Source: an optimization exercise on an open RTL-to-GDS flow (aim: small area and a short achievable clock period). Production flows keep margins and buffers that such runs may drop.
In this exercise RTL edits were held to simulation tests only and were not proved equivalent to the original.

==> flow/design.v, too long to show whole: its modules and the start of the top module <==
// module FAS: 4852 lines
module FAS (data_valid, data, clk, rst, fir_d, fir_valid, fft_valid, done, freq,
 fft_d1, fft_d2, fft_d3, fft_d4, fft_d5, fft_d6, fft_d7, fft_d8,
 fft_d9, fft_d10, fft_d11, fft_d12, fft_d13, fft_d14, fft_d15, fft_d0);
  // ...
==> flow/flow/run.sh <==
#!/bin/bash
set -euo pipefail
export SETUP_SLACK_MARGIN=13.2
export BUFFER_PORTS_ARGS="-buffer_cell sky130_fd_sc_hd__buf_4"
R=orfs/results/sky130hd/FAS/base
bash standard.sh synth > flow_synth.log 2>&1
cp $R/1_2_yosys.v yosys_netlist_orig.v
python3 flow/fixfa.py yosys_netlist_orig.v $R/1_2_yosys.v > fixfa.log 2>&1
bash standard.sh > flow_layout.log 2>&1
==> flow/flow/fixfa.py <==
#!/usr/bin/env python3
"""Remove inverters around full-adder cells in a Yosys-mapped sky130 netlist.

A full adder is self-dual: FA(~a,~b,~c) = (~sum, ~cout). extract_fa leaves many inverters on the
inputs and outputs of the sky130 fa cells it places. This chooses, for each fa cell, whether it
computes on the true or the complemented signals so that as few inverters as possible remain,
then rewrites the netlist. Only inverters are added or removed; every other cell keeps its inputs'
logic values. Nets that are ports, and their inverter families, are left as they are.

usage: fixfa.py in.v out.v
"""
import re, sys, random
from collections import defaultdict

OUTPINS = {'X', 'Y', 'Q', 'Q_N', 'SUM', 'COUT', 'HI', 'LO'}
src = open(sys.argv[1]).read()
m = re.search(r'^module\s+(\w+)\s*\((.*?)\);', src, re.S | re.M)
ports = [p.strip() for p in m.group(2).replace('\n', ' ').split(',')]
body_start = m.end()
endm = src.rindex('endmodule')
body = src[body_start:endm]

cell_re = re.compile(r'^\s*(sky130_fd_sc_hd__\w+)\s+(\S+)\s*\((.*?)\);\s*$', re.S | re.M)
pin_re = re.compile(r'\.(\w+)\(\s*(.*?)\s*\)(?=\s*,|\s*$)', re.S)
cells = []
decl_lines = []
pos = 0
for cm in cell_re.finditer(body):
    cells.append([cm.group(1), cm.group(2), [(p, n.strip()) for p, n in pin_re.findall(cm.group(3))]])
# everything that is not a cell instance: declarations
rest = cell_re.sub('', body)
if re.search(r'\bassign\b', rest):
    sys.stderr.write('fixfa: netlist has assign statements; leaving it unchanged\n')
    open(sys.argv[2], 'w').write(src); sys.exit(0)

# port bit nets
port_decl = {}
for d in re.finditer(r'^\s*(input|output|inout)\s+(\[(\d+):(\d+)\]\s*)?(\S+?)\s*;', rest, re.M):
    port_decl[d.group(5)] = (d.group(1), d.group(3), d.group(4))
def is_port_net(n):
    base = n.split('[')[0].strip()
    return base in port_decl
isinv = lambda t: re.match(r'sky130_fd_sc_hd__(clk)?inv_\d+$', t) is not None
isfa = lambda t: re.match(r'sky130_fd_sc_hd__fa_\d+$', t) is not None

driver = {}
for ci, (t, name, pins) in enumerate(cells):
    for p, n in pins:
        if p in OUTPINS: driver[n] = (ci, p)
# root of each net through inverter chains
def root(n):
    par = 0; seen = 0
    while n in driver and isinv(cells[driver[n][0]][0]) and seen < 50:
        ci = driver[n][0]
        n = dict(cells[ci][2])['A']; par ^= 1; seen += 1
    return n, par
# families
fam_nets = defaultdict(set)
for ci, (t, name, pins) in enumerate(cells):
    for p, n in pins:
        r, _ = root(n); fam_nets[r].add(n)
frozen = set()
for r, ns in fam_nets.items():
    if any(is_port_net(n) for n in ns) or r not in driver: frozen.add(r)
# inverter cells in frozen families stay
# consumers per root: (ci, pin, parity)
cons = defaultdict(list)
for ci, (t, name, pins) in enumerate(cells):
    if isinv(t):
        r, _ = root(dict(pins)['A'])
        if r not in frozen: continue  # removed inverter: its consumers are attributed below
    for p, n in pins:
        if p in OUTPINS: continue
        r, par = root(n)
        if r in frozen: continue
        cons[r].append((ci, p, par))
fa_cells = [ci for ci, c in enumerate(cells) if isfa(c[0])]
flip = defaultdict(int)
fixed_fa = set()
for ci in fa_cells:
    for p, n in cells[ci][2]:
        if p in OUTPINS and n in frozen: fixed_fa.add(ci)
        if root(n)[0] in frozen: fixed_fa.add(ci)
fa_roots = defaultdict(set)
for ci in fa_cells:
    for p, n in cells[ci][2]:
        r = root(n)[0]
        if r not in frozen: fa_roots[ci].add(r)
SWAP = {'sky130_fd_sc_hd__xor2_1': 'sky130_fd_sc_hd__xnor2_1', 'sky130_fd_sc_hd__xnor2_1': 'sky130_fd_sc_hd__xor2_1'}
drv_fa = {}
swap_cells = []
for r in cons:
    ci, p = driver[r]
    if isfa(cells[ci][0]): drv_fa[r] = ci
    elif cells[ci][0] in SWAP and ci not in fixed_fa:
        drv_fa[r] = ci; swap_cells.append(ci); fa_roots[ci].add(r)
def native(r):
    ci = drv_fa.get(r)
    return flip[ci] if ci is not None else 0
def req(ci, p, par):
    return par ^ (flip[ci] if isfa(cells[ci][0]) else 0)
def cost(r):
    nat = native(r)
    return 1 if any(req(ci, p, par) != nat for ci, p, par in cons[r]) else 0
total0 = sum(cost(r) for r in cons)
order0 = [ci for ci in fa_cells if ci not in fixed_fa] + swap_cells
def optimize(seed, sweeps=150):
    import math
    random.seed(seed)
    for ci in order0: flip[ci] = 0
    cur = sum(cost(r) for r in cons)
    best = (cur, {ci: flip[ci] for ci in order0})
    order = list(order0)
    for sw in range(sweeps):
        T = 0.6 * (1 - sw / sweeps) + 0.01
        random.shuffle(order)
        for ci in order:
            rs = fa_roots[ci]
            before = sum(cost(r) for r in rs)
            flip[ci] ^= 1
            d = sum(cost(r) for r in rs) - before
            if d <= 0 or random.random() < math.exp(-d / T):
                cur += d
            else:
                flip[ci] ^= 1
        if cur < best[0]: best = (cur, {ci: flip[ci] for ci in order0})
    return best
best = None
for seed in range(3):
    c, fl = optimize(seed)
    if best is None or c < best[0]: best = (c, fl)
for ci, v in best[1].items(): flip[ci] = v
total1 = sum(cost(r) for r in cons)
ninv_old = sum(1 for c in cells if isinv(c[0]))
sys.stderr.write(f'fixfa: {len(fa_cells)} fa cells, {ninv_old} inverters; roots needing an inverter {total0} -> {total1}\n')

# rebuild
esc = lambda n: n + ' ' if n.startswith('\\') and not n.endswith(' ') else n
newnets = []
cnt = [0]
def newnet():
    cnt[0] += 1; n = f'_fixfa_n{cnt[0]}_'; newnets.append(n); return n
phys = {}   # (r, parity) -> net name
addcells = []
for r in cons:
    nat = native(r)
    if nat == 0:
        phys[(r, 0)] = r
    else:
        phys[(r, 1)] = newnet()
    need = set(req(ci, p, par) for ci, p, par in cons[r])
    other = 1 - nat
    if other in need:
        src_net = phys[(r, nat)]
        if other == 0:
            out = r   # true polarity keeps the original name
        else:
            out = newnet()
        phys[(r, other)] = out
        cnt[0] += 1
        addcells.append(['sky130_fd_sc_hd__inv_1', f'_fixfa_i{cnt[0]}_', [('A', src_net), ('Y', out)]])
out_cells = []
swap_set = set(swap_cells)
for ci, (t, name, pins) in enumerate(cells):
    if isinv(t):
        r, _ = root(dict(pins)['A'])
        if r not in frozen: continue
    newpins = []
    for p, n in pins:
        if p in OUTPINS:
            if n in cons or (n in driver and n == root(n)[0] and n in phys.values()):
                pass
            if n in cons:   # a non-frozen root driven here
                n = phys[(n, native(n))]
            newpins.append((p, n)); continue
        r, par = root(n)
        if r in frozen: newpins.append((p, n)); continue
        newpins.append((p, phys[(r, req(ci, p, par))]))
    if ci in swap_set and flip[ci]:
        t = SWAP[t]
        newpins = [({'X': 'Y', 'Y': 'X'}.get(p, p), n) for p, n in newpins]
    out_cells.append([t, name, newpins])
out_cells += addcells
# remove declarations of nets no longer used? keep them (harmless wires)
lines = [src[:body_start], rest.rstrip('\n') + '\n']
for n in newnets: lines.append(f'  wire {n};\n')
for t, name, pins in out_cells:
    lines.append(f'  {t} {esc(name)} (\n' + ',\n'.join(f'    .{p}({esc(n)})' for p, n in pins) + '\n  );\n')
lines.append('endmodule\n')
open(sys.argv[2], 'w').write(''.join(lines))
ninv_new = sum(1 for c in out_cells if isinv(c[0]))
sys.stderr.write(f'fixfa: inverters {ninv_old} -> {ninv_new}\n')
==> flow/standard.sh <==
#!/bin/bash
# synth_recipe.tcl (not shown) runs the flow's synth.tcl, then flattens the netlist and writes it again
# the make line also repeats each setting of config.mk as NAME=value (left out here)
make -C /OpenROAD-flow-scripts/flow DESIGN_CONFIG=/design/flow/config.mk WORK_HOME=/design/flow/orfs CLKGATE_MAP_FILE= SYNTH_SCRIPT=/design/flow/synth_recipe.tcl "${@:-finish}"
==> flow/config.mk <==
export PLATFORM = sky130hd
export DESIGN_NAME = FAS
export DESIGN_NICKNAME = FAS
export VERILOG_FILES = /design/flow/design.v
export SDC_FILE = /design/flow/constraint.sdc
export NUM_CORES = 8
export LEC_CHECK = 0
export CAP_MARGIN = 20
export CORE_MARGIN = 2
export CORE_UTILIZATION = 40
export SLEW_MARGIN = 20
==> flow/constraint.sdc <==
create_clock -name core_clock -period 18.0 [get_ports {clk}]
set_input_delay 3.6000 -clock core_clock [delete_from_list [all_inputs] [get_ports {clk}]]
set_output_delay 3.6000 -clock core_clock [all_outputs]
set_load 0.01 [all_outputs]
==> key figures, run 1 <==
Status
  • Status: complete, no violations

Global routing
  • GRT met2 Usage: 37.5%
  • M3 GR Usage: 3.68%
  • Met1 usage: 29.4%

Clocking
  • Clk buf depth: 4
  • Worst-path clk slew: 0.06 ns
  • Later-pin clock latency in the skew report: 0.94 ns

Cells and area
  • Final Util: 48.9%
  • Biggest register: x
  • Most frequent cells in the layout: 1745 x dfxtp_1, 1463 x fa_1, 1247 x inv_1
  • Non-filler cells, final: 18419
  • Layout non-clock buf frac: 6.55%
  • Signal inverters: 1304
  • Seq cells: 2409

Routing
  • 1st-iter DRT viols: 5899
  • Final wirelength: 406000 um

Setup path
  • CP Cell Sequence: buf_6
  • R2R Setup Slk: 13.17 ns
  • Setup crit start kind: flip-flop
  • Crit path max-delay family: flip-flops
  • WP data arrival: 1.52 ns
  • Reg2Reg Launch Point: x[14][0]
  • CP startpoint: ch[6][25]

Floorplanning
  • # IOs: 554
  • Tap cells: 4578

Placed design
  • Placed cell count: 17413

STA
  • Post-route setup TNS: 0 ns
==> inputs of run 2 (changes only) <==
--- a/flow/config.mk
+++ b/flow/config.mk
@@ -9,3 +9,4 @@
 export CORE_MARGIN = 2
 export CORE_UTILIZATION = 40
+export CTS_CLUSTER_SIZE = 30
 export SLEW_MARGIN = 20
==> key figures, run 2 <==
Status
  • Status: complete, no violations (unchanged)

Placed design
  • DP HPWL: 318000 um (unchanged)
  • Port Buffers: 521 (unchanged)
  • Routability cong.: 0.979 (unchanged)
  • Placed cell count: 17413 (unchanged)
  • Area after DPL: 0.148 mm2 (unchanged)

Floorplanning
  • Initial Util: 40.1% (unchanged)
  • Die Span Y: 592 um (unchanged)
  • Die Width: 592 um (unchanged)
  • # IOs: 554 (unchanged)
  • Die Footprint: 0.351 mm2 (unchanged)
  • Area of the core: 0.345 mm2 (unchanged)
  • Rows: 216 (unchanged)

Global routing
  • Initial antenna violation count: 15 (unchanged)
  • First-pass GRT wire length: 601000 um (unchanged)
  • Pin count of the biggest net entering global routing: 88 (unchanged)
  • Vias in the first global route: 95342 (unchanged)
  • GRT overflow: 0 (unchanged)
  • GRT Util Overall: 22.7% (unchanged)

Yosys
  • Yosys Warn Count: 4 (unchanged)
  • Post-Synthesis Cells: 12490 (unchanged)
  • Synth Cell Area: 0.138 mm2 (unchanged)
  • Syn_area_per_cell: 11.1 um2 (unchanged)

Min path
  • Hold path endpoint: d1[5][0] (unchanged)
  • Hold path depth: 0 (unchanged)
  • Hold_sp: d1[4][0] (unchanged)
  • Hold Path Class: reg -> reg (unchanged)

STA
  • Hold Violations, Final: 0 (unchanged)
  • Fmax: 0.195 GHz (unchanged)
  • Worst-Margin Slew: 1.19 ns (unchanged)
  • Clock Skew: 0.0819 ns (unchanged)
  • Crit share post-route: 28.5% (unchanged)
  • Max_slew headroom: 20.3% (unchanged)
  • Tmin final: 5.12 ns (unchanged)
  • RSZ-0062 raised after global routing: true (unchanged)
  • Final setup viols: 0 (unchanged)
  • Max Transition Viols Final: 0 (unchanged)
  • Post-route setup TNS: 0 ns (unchanged)

Setup path
  • FF-to-FF path depth: 19 (unchanged)
  • Max incr delay on CP: 0.44 ns (about the same)
  • R2R Setup Slk: 13.17 ns (about the same)
  • CP Class: reg -> out (unchanged)
  • CP max FO: 2 (unchanged)
  • Worst Path Buf+Inv: 1 (unchanged)
  • Reg2Reg Launch Point: x[14][0] (unchanged)
  • WP data required: 14.40 ns (about the same)
  • CP Cell Sequence: buf_6 (unchanged)
  • Setup crit start kind: flip-flop (unchanged)
  • WP data arrival: 1.52 ns (about the same)
  • Critical Path Sink Type: output port (unchanged)
  • Crit path max-delay family: flip-flops (unchanged)
  • Slowest cell on the critical path: dfxtp_4 (unchanged)
  • Worst R2R End: fir_r1121 (unchanged)

Clocking
  • Later-pin clock latency in the skew report: 0.94 ns (about the same)
  • Hold Buf Count CTS: 0 (unchanged)
  • CTS tree: built (unchanged)
  • CTS root buffer: clkbuf_16 (unchanged)
  • CTS buffer count: 276 (unchanged)
  • Clk buf depth: 4 (unchanged)
  • # H-tree levels: 5 (unchanged)
  • Worst-path clk slew: 0.06 ns (about the same)
  • CTS Sinks: 2409 (unchanged)

Routing
  • DRT antenna net count: 0 (unchanged)
  • Vias per inst: 5.05 (unchanged)
  • Number of remaining DRC errors: 0 (unchanged)
  • Wire per inst: 22.1 um (unchanged)
  • TritonRoute pass-1 iters: 10 (unchanged)
  • Final wirelength: 406000 um (unchanged)
  • Via count: 93048 (unchanged)
  • 1st-iter DRT viols: 5899 (unchanged)

Cells and area
  • Area Growth Syn to Fin: 22.0% (unchanged)
  • Finished Cell Area: 0.169 mm2 (unchanged)
  • Biggest register: x (unchanged)
  • Non-filler cells, final: 18419 (unchanged)
  • Layout cell share with drive strength beyond 1: 22.6% (unchanged)
  • Max reg flops: 512 (unchanged)
  • Most common cell after layout, fill and taps aside: dfxtp_1 (unchanged)
  • Fin nets: 16457 (unchanged)
  • FILL cells: 30814 (unchanged)
  • Most frequent cells in the layout: 1745 x dfxtp_1, 1463 x fa_1, 1247 x inv_1 (unchanged)
  • Biggest regs: x (512), ch (480), d1 (136) (unchanged)

Run
  • Max-cap violation count: 0 (unchanged)
## run 2: cell type report
cell class                      instances  area [um2]  area share, %
Clock buffer                          368        7860           4.65
Tap cell                             4578        5730           3.39
Sequential cell                      2409       49900           29.5
Clock inverter                        130        1680          0.993
Multi-Input combinational cell       8493       87800           52.0
Inverter                             1304        4920           2.91
Timing Repair Buffer                 1133       11100           6.55
Antenna cell                            4        10.0        0.00593
## run 2: how the worst max path moves through the flow
stage                   start          end  slack, ns  cells after the start
CTS                 ch[6][25]   fft_d9[25]      12.78                      1
floorplan             x[9][0]    fir_r1161      13.21                     18
finish              ch[6][25]   fft_d9[25]      12.88                      1
detailed placement    x[6][0]    fir_r2161      12.03                     18
global placement      x[6][0]    fir_r2161      12.13                     18
global route        ch[0][23]  fft_d15[23]      12.81                      2
## run 2: timing repair
item,CTS,global route
setup buffers,316,184
setup endpoints to repair,852,687
gates cloned,1,3
pin swaps,289,361
gates resized for setup,1895,382
## run 2: metrics by stage
stage	hold slack, ns	utilization, %	worst slack (ns)
global placement	0.310	42.8	12.13
CTS	0.277	48.0	12.78
finish	0.281	48.9	12.88
detailed placement	0.312	42.8	12.03
global route	0.286	48.9	12.81
floorplan	0.310	-	13.21
## run 2: layer usage
layer | part of all wire (%) | GRT usage [%]
met5 | 0.0032 | 0
met4 | 5.1 | 9.95
met3 | 5.8 | 3.68
met2 | 47 | 37.5
met1 | 42 | 29.4
==> inputs of run 3 (changes only) <==
==> flow/flow/run.sh (replaced) <==
#!/bin/bash
set -euo pipefail
export SETUP_SLACK_MARGIN=12.9
export BUFFER_PORTS_ARGS="-buffer_cell sky130_fd_sc_hd__buf_2"
R=orfs/results/sky130hd/FAS/base
bash standard.sh synth > flow_synth.log 2>&1
cp $R/1_2_yosys.v yosys_netlist_orig.v
python3 flow/fixfa.py yosys_netlist_orig.v $R/1_2_yosys.v > fixfa.log 2>&1
bash standard.sh > flow_layout.log 2>&1
--- a/flow/config.mk
+++ b/flow/config.mk
@@ -9,4 +9,3 @@
 export CORE_MARGIN = 2
 export CORE_UTILIZATION = 40
-export CTS_CLUSTER_SIZE = 30
 export SLEW_MARGIN = 20
==> key figures, run 3 <==
Status
  • Status: complete, no violations (unchanged)

Routing
  • Wire per inst: 21.9 um (was 22.1 um)
  • Vias per inst: 5.05 (about the same)
  • TritonRoute pass-1 iters: 6 (was 10)
  • 1st-iter DRT viols: 6020 (was 5899)
  • Number of remaining DRC errors: 0 (unchanged)
  • Via count: 91594 (was 93048)
  • Final wirelength: 397000 um (was 406000 um)
  • DRT antenna net count: 0 (unchanged)

Run
  • Max-cap violation count: 0 (unchanged)

STA
  • Hold Violations, Final: 0 (unchanged)
  • RSZ-0062 raised after global routing: true (unchanged)
  • Clock Skew: 0.0952 ns (was 0.0819 ns)
  • Crit share post-route: 28.5% (about the same)
  • Worst-Margin Slew: 1.17 ns (was 1.19 ns)
  • Final setup viols: 0 (unchanged)
  • Tmin final: 5.13 ns (was 5.12 ns)
  • Minimum hold slack: 0.283 ns (was 0.281 ns)
  • Post-route setup TNS: 0 ns (unchanged)
  • Max Transition Viols Final: 0 (unchanged)
  • Fmax: 0.195 GHz (about the same)
  • Max_slew headroom: 21.3% (was 20.3%)

Cells and area
  • Area Growth Syn to Fin: 17.2% (was 22.0%)
  • Most frequent cells in the layout: 2089 x dfxtp_1, 1601 x fa_1, 1275 x inv_1 (was 1745 x dfxtp_1, 1463 x fa_1, 1247 x inv_1)
  • Biggest regs: x (512), ch (480), d1 (136) (unchanged)
  • Area of the multi-input gates: 0.0861 mm2 (was 0.0878 mm2)
  • Final Util: 47.0% (was 48.9%)
  • Register Area: 0.0494 mm2 (was 0.0499 mm2)
  • FILL cells: 31535 (was 30814)
  • Most common cell after layout, fill and taps aside: dfxtp_1 (unchanged)
  • Layout cell share with drive strength beyond 1: 16.2% (was 22.6%)
  • Max reg flops: 512 (unchanged)
  • Biggest register: x (unchanged)
  • Finished Cell Area: 0.162 mm2 (was 0.169 mm2)
  • Fin nets: 16179 (was 16457)

Floorplanning
  • Rows: 216 (unchanged)
  • Initial Util: 40.1% (unchanged)
  • Die Footprint: 0.351 mm2 (unchanged)
  • Area of the core: 0.345 mm2 (unchanged)
  • Die Span Y: 592 um (unchanged)
  • # IOs: 554 (unchanged)
  • Die Width: 592 um (unchanged)

Placed design
  • Port Buffers: 521 (unchanged)
  • Routability cong.: 0.961 (was 0.979)
  • Area after DPL: 0.147 mm2 (was 0.148 mm2)
  • DP HPWL: 316000 um (was 318000 um)

Global routing
  • GRT overflow: 0 (unchanged)
  • Pin count of the biggest net entering global routing: 81 (was 88)
  • First-pass GRT wire length: 589000 um (was 601000 um)
  • Vias in the first global route: 93935 (was 95342)
  • Initial antenna violation count: 11 (was 15)
  • GRT Util Overall: 22.3% (was 22.7%)

Setup path
  • WP data arrival: 1.53 ns (was 1.52 ns)
  • Critical Path Sink Type: output port (unchanged)
  • Slowest cell on the critical path: dfxtp_2 (was dfxtp_4)
  • FF-to-FF path depth: 19 (unchanged)
  • Setup crit start kind: flip-flop (unchanged)
  • WP data required: 14.40 ns (about the same)
  • R2R Setup Slk: 13.02 ns (was 13.17 ns)
  • CP Cell Sequence: buf_12, buf_6 (was buf_6)
  • CP Class: reg -> out (unchanged)
  • CP max FO: 2 (unchanged)
  • Worst Path Buf+Inv: 2 (was 1)
  • Reg2Reg Launch Point: x[7][0] (was x[14][0])
  • Crit path max-delay family: flip-flops (unchanged)
  • Worst R2R End: fir_r1110 (was fir_r1121)
  • Max incr delay on CP: 0.33 ns (was 0.44 ns)

Clocking
  • CTS tree: built (unchanged)
  • Clk buf depth: 4 (unchanged)
  • CTS root buffer: clkbuf_16 (unchanged)
  • # H-tree levels: 5 (unchanged)
  • Worst-path clk slew: 0.06 ns (about the same)
  • CTS Sinks: 2409 (unchanged)
  • Hold Buf Count CTS: 0 (unchanged)
  • Later-pin clock latency in the skew report: 0.96 ns (was 0.94 ns)
  • CTS buffer count: 276 (unchanged)

Min path
  • Hold path depth: 0 (unchanged)
  • Hold_sp: sEi[8] (was d1[4][0])
  • Hold Path Class: reg -> reg (unchanged)
  • Hold path endpoint: sFi[8] (was d1[5][0])

Yosys
  • Syn_area_per_cell: 11.1 um2 (unchanged)
  • Yosys Warn Count: 4 (unchanged)
  • Synth Cell Area: 0.138 mm2 (unchanged)
  • Post-Synthesis Cells: 12490 (unchanged)
[run 3: changes by cell type in the layout (fill, tap and decap cells not counted), sizes merged]
| cell | delta |
|---|---|
| clkbuf | +2 |
| clkinvlp | -12 |
| buf | -275 |
| nand2b | -1 |
| bufinv | -3 |
| clkinv | -1 |
| inv | +8 |
| bufbuf | -1 |
| diode | +1 |
[run 3: layout make-up]
cell class,count,share of cell area (%)
antenna,5,0.00771
clock buffer,371,4.86
clock inverter,122,1.03
inverter,1304,3.02
multi-input combinational,8492,53.1
sequential,2409,30.5
tap,4578,3.53
timing repair buffer,856,4.03
[run 3: metal layers]
| metal | track usage [%] | part of all wire (%) | vias to the layer above |
|---|---|---|---|
| li1 | - | - | 43027 |
| met4 | 10.1 | 5.3 | 2 |
| met2 | 36.7 | 46 | 2689 |
| met5 | 0 | 0.0043 | - |
| met1 | 28.4 | 42 | 45071 |
| met3 | 4.27 | 6.5 | 805 |
[run 3: worst reg2reg max path: stages (launching register included)]
cell and delay [ns]:
dfxtp_1 0.34, ha_1 0.24, fa_1 0.39, inv_2 0.10
nor2b_1 0.05, o21ai_1 0.16, a21boi_1 0.12, o21ai_1 0.14
nand2b_1 0.11, a21o_1 0.20, a21o_1 0.21, a31oi_4 0.23
a21oi_4 0.13, a41oi_2 0.24, and3_4 0.26, inv_2 0.07
fa_1 0.43, fa_2 0.41, fa_1 0.60, fa_1 0.43
[run 3: worst max-delay path by stage]
stage / start / endpoint / slack (ns) / depth (start not counted)
6_report: ch[0][18] / fft_d15[18] / 12.87 / 2
3_3_place_gp: x[10][0] / fir_r1130 / 11.73 / 17
3_5_place_dp: x[13][0] / fir_r1161 / 11.97 / 19
5_1_grt: ch[0][18] / fft_d15[18] / 12.81 / 2
2_1_floorplan: x[10][0] / fir_r1130 / 12.92 / 17
4_1_cts: ch[0][18] / fft_d15[18] / 12.80 / 2
[run 3: per-stage QoR]
step                worst slack (ns)  std cells
floorplan                      12.92      12521
global placement               11.73      17421
detailed placement             11.97      17422
CTS                            12.80      18046
global route                   12.81      18134
finish                         12.87      18137
[run 3: repair_timing]
action / in CTS / in global routing
endpoints found under the setup margin: 463 / 232
resized for setup: 901 / 338
pin swaps: 68 / 149
setup buffers: 131 / 85
gates cloned: 0 / 1
==> inputs of run 4 (changes only) <==
==> flow/flow/run.sh (replaced) <==
#!/bin/bash
set -euo pipefail
export SETUP_SLACK_MARGIN=13.2
export BUFFER_PORTS_ARGS="-buffer_cell sky130_fd_sc_hd__buf_4"
bash standard.sh > standard_flow.log 2>&1
removed: flow/flow/fixfa.py
==> key figures, run 4 <==
Setup path
  • Critical Path Sink Type: output port (unchanged)
  • Setup crit start kind: flip-flop (unchanged)
  • CP Class: reg -> out (unchanged)
  • Slowest cell on the critical path: dfxtp_4 (was dfxtp_2)
  • Crit path max-delay family: flip-flops (unchanged)
  • WP data required: 14.40 ns (about the same)
  • CP Cell Sequence: buf_6 (was buf_12, buf_6)
  • WP data arrival: 1.55 ns (was 1.53 ns)
  • Max incr delay on CP: 0.47 ns (was 0.33 ns)
  • Worst Path Buf+Inv: 1 (was 2)
  • CP max FO: 2 (unchanged)

Floorplanning
  • Initial Util: 40.1% (about the same)
  • # IOs: 554 (unchanged)
  • Die Footprint: 0.364 mm2 (was 0.351 mm2)
  • Rows: 220 (was 216)
  • Die Span Y: 603 um (was 592 um)
  • Die Width: 603 um (was 592 um)
  • Area of the core: 0.358 mm2 (was 0.345 mm2)

Cells and area
  • Fin nets: 17887 (was 16179)
  • Finished Cell Area: 0.175 mm2 (was 0.162 mm2)
  • Max reg flops: 512 (unchanged)
  • Area Growth Syn to Fin: 21.9% (was 17.2%)
  • Layout cell share with drive strength beyond 1: 21.4% (was 16.2%)
  • Biggest register: x (unchanged)
  • Most frequent cells in the layout: 2520 x inv_1, 1744 x dfxtp_1, 1499 x fa_1 (was 2089 x dfxtp_1, 1601 x fa_1, 1275 x inv_1)
  • Most common cell after layout, fill and taps aside: inv_1 (was dfxtp_1)
  • Biggest regs: x (512), ch (480), d1 (136) (unchanged)
  • Final Util: 48.8% (was 47.0%)

Yosys
  • Yosys reg bits: 2409
  • Main area contributors after synthesis: dfxtp_1 33%, fa_1 23%, ha_1 10%
  • Yosys Warn Count: 4 (unchanged)
  • Number of synthesized flops with an enable pin: 48
  • Commonest cells in the netlist: 2690 x inv_1, 2345 x dfxtp_1, 1676 x fa_1, 1145 x ha_1, 729 x nor2_1
  • Syn_area_per_cell: 10.3 um2 (was 11.1 um2)
  • Seq/Total Area, Yosys: 34.0%
  • Post-Synthesis Cells: 13879 (was 12490)
  • Ys flop type: dfxtp_1
  • Top-area cell type share of the netlist area: 32.7%
  • Asr flop ratio synth: 0.664%
  • Synth Cell Area: 0.144 mm2 (was 0.138 mm2)
  • Area leader, netlist: dfxtp_1
  • Netlist cell types: 97
  • Most numerous cell in the Yosys netlist: inv_1

Global routing
  • Vias in the first global route: 101820 (was 93935)
  • First-pass GRT wire length: 655000 um (was 589000 um)
  • Initial antenna violation count: 27 (was 11)
  • GRT overflow: 0 (unchanged)
  • Pin count of the biggest net entering global routing: 98 (was 81)
  • GRT Util Overall: 24.2% (was 22.3%)

STA
  • RSZ-0062 raised after global routing: true (unchanged)
  • Clock Skew: 0.0945 ns (was 0.0952 ns)
  • Tmin final: 5.15 ns (was 5.13 ns)
  • Worst-Margin Slew: 1.18 ns (was 1.17 ns)
  • Minimum hold slack: 0.271 ns (was 0.283 ns)
  • Fmax: 0.194 GHz (was 0.195 GHz)
  • Final setup viols: 0 (unchanged)
  • Hold Violations, Final: 0 (unchanged)
  • Post-route setup TNS: 0 ns (unchanged)
  • Max_slew headroom: 21.0% (was 21.3%)
  • Crit share post-route: 28.6% (was 28.5%)
  • Max Transition Viols Final: 0 (unchanged)

Routing
  • 1st-iter DRT viols: 6395 (was 6020)
  • DRT antenna net count: 0 (unchanged)
  • TritonRoute pass-1 iters: 8 (was 6)
  • Number of remaining DRC errors: 0 (unchanged)
  • Via count: 99227 (was 91594)
  • Final wirelength: 446000 um (was 397000 um)
  • Wire per inst: 22.2 um (was 21.9 um)
  • Vias per inst: 4.94 (was 5.05)

Run
  • Max-cap violation count: 0 (unchanged)

Placed design
  • Routability cong.: 0.952 (was 0.961)
  • DP HPWL: 353000 um (was 316000 um)
  • Area after DPL: 0.153 mm2 (was 0.147 mm2)
  • Port Buffers: 521 (unchanged)

Clocking
  • Worst-path clk slew: 0.06 ns (about the same)
  • Clk buf depth: 4 (unchanged)
  • Later-pin clock latency in the skew report: 0.95 ns (was 0.96 ns)
  • CTS Sinks: 2409 (unchanged)
  • CTS root buffer: clkbuf_16 (unchanged)
  • # H-tree levels: 5 (unchanged)
  • CTS buffer count: 276 (unchanged)
  • CTS tree: built (unchanged)

Status
  • Status: complete, no violations (unchanged)

Min path
  • Hold Path Class: reg -> reg (unchanged)
[run 4: metal layers]
metal  vias up  GRT usage, %  wire length, um
met5         -             0               65
met4         8          13.6            28800
met3       992          4.45            28600
met2      2937          39.5           206000
met1     48789          30.1           183000
li1      46501             -                -
[run 4: path summary, 6_finish.rpt]
check,from,end,slack [ns],depth (start not counted)
setup / recovery,ch[3][10],fft_d3[10],12.85,1
hold / removal,x[22][1],x[23][1],0.27,0
setup reg to reg,x[10][0],fir_r1130,13.07,22
hold reg to reg,x[22][1],x[23][1],0.27,0
max in group asynchronous,rst,ph[0],14.81,2
min in group asynchronous,rst,cnt[3],2.80,2
[run 4: kinds of logic after synthesis]
group / synth area share, %
flops: 34.0
xor+xnor: 4.98
mux: 2.22
compound gates: 9.03
buf+inv: 7.97
fa+ha+maj: 33.3
other cells: 0.00261
simple gates: 8.49
[run 4: worst reg2reg max path: stages, from the launching register on]
cell      delay [ns]
dfxtp_2         0.34
ha_4            0.17
fa_2            0.38
a21o_1          0.20
a21oi_2         0.17
o21bai_2        0.09
a21oi_2         0.17
o21bai_1        0.10
a21oi_2         0.19
o211ai_1        0.17
a21o_1          0.27
a21oi_4         0.22
buf_6           0.13
o21ai_4         0.07
buf_6           0.15
o31ai_4         0.23
buf_6           0.16
fa_1            0.44
inv_2           0.08
fa_2            0.20
inv_2           0.04
fa_2            0.37
fa_2            0.56
[run 4: timing repair]
action,in CTS,in global routing
setup buffers,338,191
pin swaps,241,405
gates cloned,0,1
hold buffers,0,0
setup endpoints to repair,839,750
gates resized for setup,1885,578
[run 4: metrics by stage]
stage,instances,setup WS (ns)
after floorplan,13910,13.08
after global placement,19012,12.20
after CTS,19847,12.81
after global routing,20065,12.80
final,20070,12.85
after detailed placement,19012,12.14
[run 4: area by class of cell]
type                    count  area [um2]
clock buffers             358        7680
multi-input cells        8492       87800
diodes                     31        77.6
inverters                2693       10200
flip-flops and latches   2409       50000
repair buffers           1175       11500
fillers                 32612      183000
well taps                4773        5970
clock inverters           139        1770
==> inputs of run 5 (changes only) <==
==> flow/flow/run.sh (replaced) <==
#!/bin/bash
set -euo pipefail
export SETUP_SLACK_MARGIN=13.6
export BUFFER_PORTS_ARGS="-buffer_cell sky130_fd_sc_hd__buf_2"
bash standard.sh > standard_flow.log 2>&1
==> key figures, run 5 <==
Yosys
  • Multiplexer area fraction after synthesis: 2.22% (unchanged)
  • Yosys reg bits: 2409 (unchanged)
  • Commonest cells in the netlist: 2690 x inv_1, 2345 x dfxtp_1, 1676 x fa_1, 1145 x ha_1, 729 x nor2_1 (unchanged)
  • Post-synthesis adder-cell area fraction: 33.3% (unchanged)
  • Compound-Gate Fraction of Synth Area: 9.03% (unchanged)
  • Area leader, netlist: dfxtp_1 (unchanged)
  • Post-Synthesis Cells: 13879 (unchanged)
  • Ys flop type: dfxtp_1 (unchanged)
  • Main area contributors after synthesis: dfxtp_1 33%, fa_1 23%, ha_1 10% (unchanged)
  • Synth Cell Area: 0.144 mm2 (unchanged)
  • Yosys Warn Count: 4 (unchanged)
  • Synth Area in Simple Gates: 8.49% (unchanged)
  • Seq/Total Area, Yosys: 34.0% (unchanged)
  • Netlist cell types: 97 (unchanged)
  • Largest family of logic cells by synthesized area: adder cells (unchanged)
  • Most numerous cell in the Yosys netlist: inv_1 (unchanged)
  • Synth Area in XOR/XNOR: 4.98% (unchanged)
  • Top-area cell type share of the netlist area: 32.7% (unchanged)
  • Number of synthesized flops with an enable pin: 48 (unchanged)
  • Syn_area_per_cell: 10.3 um2 (unchanged)
  • Asr flop ratio synth: 0.664% (unchanged)

Routing
  • Number of remaining DRC errors: 0 (unchanged)
  • Final wirelength: 466000 um (was 446000 um)
  • TritonRoute pass-1 iters: 6 (was 8)
  • DRT antenna net count: 0 (unchanged)
  • Vias per inst: 4.95 (was 4.94)
  • 1st-iter DRT viols: 6692 (was 6395)
  • Wire per inst: 22.9 um (was 22.2 um)
  • Via count: 100536 (was 99227)

Cells and area
  • Non-filler cells, final: 20306 (was 20070)
  • Biggest register: x (unchanged)
  • Layout cell share with drive strength beyond 1: 26.1% (was 21.4%)
  • Area Growth Syn to Fin: 25.5% (was 21.9%)
  • Max reg flops: 512 (unchanged)
  • Biggest regs: x (512), ch (480), d1 (136) (unchanged)
  • Fin nets: 18108 (was 17887)
  • Most common cell after layout, fill and taps aside: inv_1 (unchanged)
  • Most frequent cells in the layout: 2357 x inv_1, 1745 x dfxtp_1, 1309 x fa_1 (was 2520 x inv_1, 1744 x dfxtp_1, 1499 x fa_1)
  • Final Util: 50.3% (was 48.8%)

Setup path
  • CP Class: reg -> out (unchanged)
  • Setup crit start kind: flip-flop (unchanged)
  • Critical Path Sink Type: output port (unchanged)
  • Crit path max-delay family: flip-flops (unchanged)
  • CP Cell Sequence: buf_6 (unchanged)
  • Max incr delay on CP: 0.50 ns (was 0.47 ns)
  • Slowest cell on the critical path: dfxtp_4 (unchanged)
  • WP data arrival: 1.56 ns (was 1.55 ns)
  • WP data required: 14.40 ns (about the same)
  • Worst Path Buf+Inv: 1 (unchanged)
  • CP max FO: 2 (unchanged)

STA
  • Crit share post-route: 28.7% (was 28.6%)
  • Hold Violations, Final: 0 (unchanged)
  • Max_slew headroom: 26.2% (was 21.0%)
  • Clock Skew: 0.0689 ns (was 0.0945 ns)
  • Post-route setup TNS: 0 ns (unchanged)
  • Fmax: 0.194 GHz (about the same)
  • RSZ-0062 raised after global routing: true (unchanged)
  • Final worst slack: 12.84 ns (was 12.85 ns)
  • Max Transition Viols Final: 0 (unchanged)
  • Worst-Margin Slew: 1.10 ns (was 1.18 ns)
  • Minimum hold slack: 0.288 ns (was 0.271 ns)
  • Tmin final: 5.16 ns (was 5.15 ns)
  • Final setup viols: 0 (unchanged)

Floorplanning
  • Die Footprint: 0.364 mm2 (unchanged)
  • Area of the core: 0.358 mm2 (unchanged)
  • Die Span Y: 603 um (unchanged)
  • # IOs: 554 (unchanged)
  • Die Width: 603 um (unchanged)
  • Initial Util: 40.1% (unchanged)
  • Rows: 220 (unchanged)

Min path
  • Hold Path Class: reg -> reg (unchanged)

Global routing
  • GRT met2 Usage: 41.8% (was 39.5%)
  • First-pass GRT wire length: 678000 um (was 655000 um)
  • Initial antenna violation count: 28 (was 27)
  • GRT busiest layer: met2 (unchanged)
  • GRT overflow: 0 (unchanged)
  • Vias in the first global route: 103275 (was 101820)
  • Pin count of the biggest net entering global routing: 109 (was 98)
  • Met1 usage: 31.3% (was 30.1%)
  • M3 GR Usage: 4.38% (was 4.45%)
  • GRT Util Overall: 25.2% (was 24.2%)

Clocking
  • # H-tree levels: 5 (unchanged)
  • CTS buffer count: 283 (was 276)
  • Worst-path clk slew: 0.06 ns (about the same)
  • CTS Sinks: 2409 (unchanged)
  • Later-pin clock latency in the skew report: 0.94 ns (was 0.95 ns)
  • Clk buf depth: 4 (unchanged)
  • CTS tree: built (unchanged)
  • Hold Buf Count CTS: 0 (unchanged)
  • CTS root buffer: clkbuf_16 (unchanged)

Placed design
  • Port Buffers: 521 (unchanged)
  • Placed cell count: 18993 (was 19012)
  • Place WS: 11.76 ns (was 12.14 ns)
  • DP HPWL: 362000 um (was 353000 um)
  • Routability cong.: 0.962 (was 0.952)

Status
  • Status: complete, no violations (unchanged)

Run
  • Max-cap violation count: 0 (unchanged)
## run 5: layer usage
layer | part of all wire [%] | vias to the layer above
met2 | 47 | 3059
met4 | 6.3 | 0
met3 | 6.2 | 911
li1 | - | 46920
met5 | 0 | -
met1 | 41 | 49646
## run 5: area by class of cell
cell class	instances	area, um2
inverters	2693	10300
well taps	4773	5970
flip-flops and latches	2409	50100
multi-input cells	8493	90400
clock buffers	375	8030
diodes	55	138
fillers	31935	178000
repair buffers	1388	13800
clock inverters	120	1620
## run 5: final timing paths
kind / startpoint / end / slack [ns] / cells past startpoint
min in group asynchronous: rst / fir_v / 2.78 / 2
max reg2reg: sBr[6] / sCr[25] / 13.07 / 20
max in group asynchronous: rst / cnt[2] / 14.79 / 2
max: ch[14][23] / fft_d8[23] / 12.84 / 1
min: d1[5][12] / d1[6][12] / 0.29 / 0
min reg2reg: d1[5][12] / d1[6][12] / 0.29 / 0
## run 5: what timing repair did
action | CTS | global route
endpoints found under the hold margin | 0 | 0
resized for setup | 2585 | 659
cloned | 3 | 4
setup endpoints to repair | 904 | 859
pin swaps | 601 | 535
setup buffers | 558 | 197
## run 5: per-stage QoR
| stage | cell area, um2 |
|---|---|
| floorplan | 145000 |
| CTS | 176000 |
| global route | 180000 |
| finish | 180000 |
| global placement | 153000 |
| detailed placement | 153000 |
## run 5: logic make-up (layout without fill, tap and decap cells)
family / Yosys count / in the layout
flip-flops: 2409 / 2409
XOR/XNOR: 816 / 816
buffers and inverters: 3010 / 4576
other: 1 / 87
adder cells (fa/ha/maj): 2821 / 2821
multiplexers: 301 / 301
AO/OA/AOI/OAI: 2022 / 2022
AND/OR/NAND/NOR: 2499 / 2501

-- what the ideal ports hide --
No port has a modelled driver above. Below, the same layouts with a new extraction and two added sets of constraints.
Step 1: set_driving_cell puts a clkbuf_16 on clk and a buf_2 on each other input, an assumption about the parent block.
Step 2, shift: input delay + t, output delay - t, t = (earliest + latest rising clock arrival at the registers) / 2. This alone moves slack from input paths to output paths.
Slacks: no drivers / after step 1 / after step 2; pairs: no drivers / after step 1.
run	shift t [ns]	setup WS [ns]	worst data-port slew with drivers (ns)
run 1	0.992	12.875 / 12.779 / 13.171	0.05
run 2	0.992	12.875 / 12.779 / 13.171	0.05
run 3	0.996	12.868 / 12.774 / 13.022	0.05
run 4	0.997	12.845 / 12.750 / 13.068	0.04
run 5	0.997	12.839 / 12.743 / 13.074	0.06
After both steps every run listed still meets setup and hold.
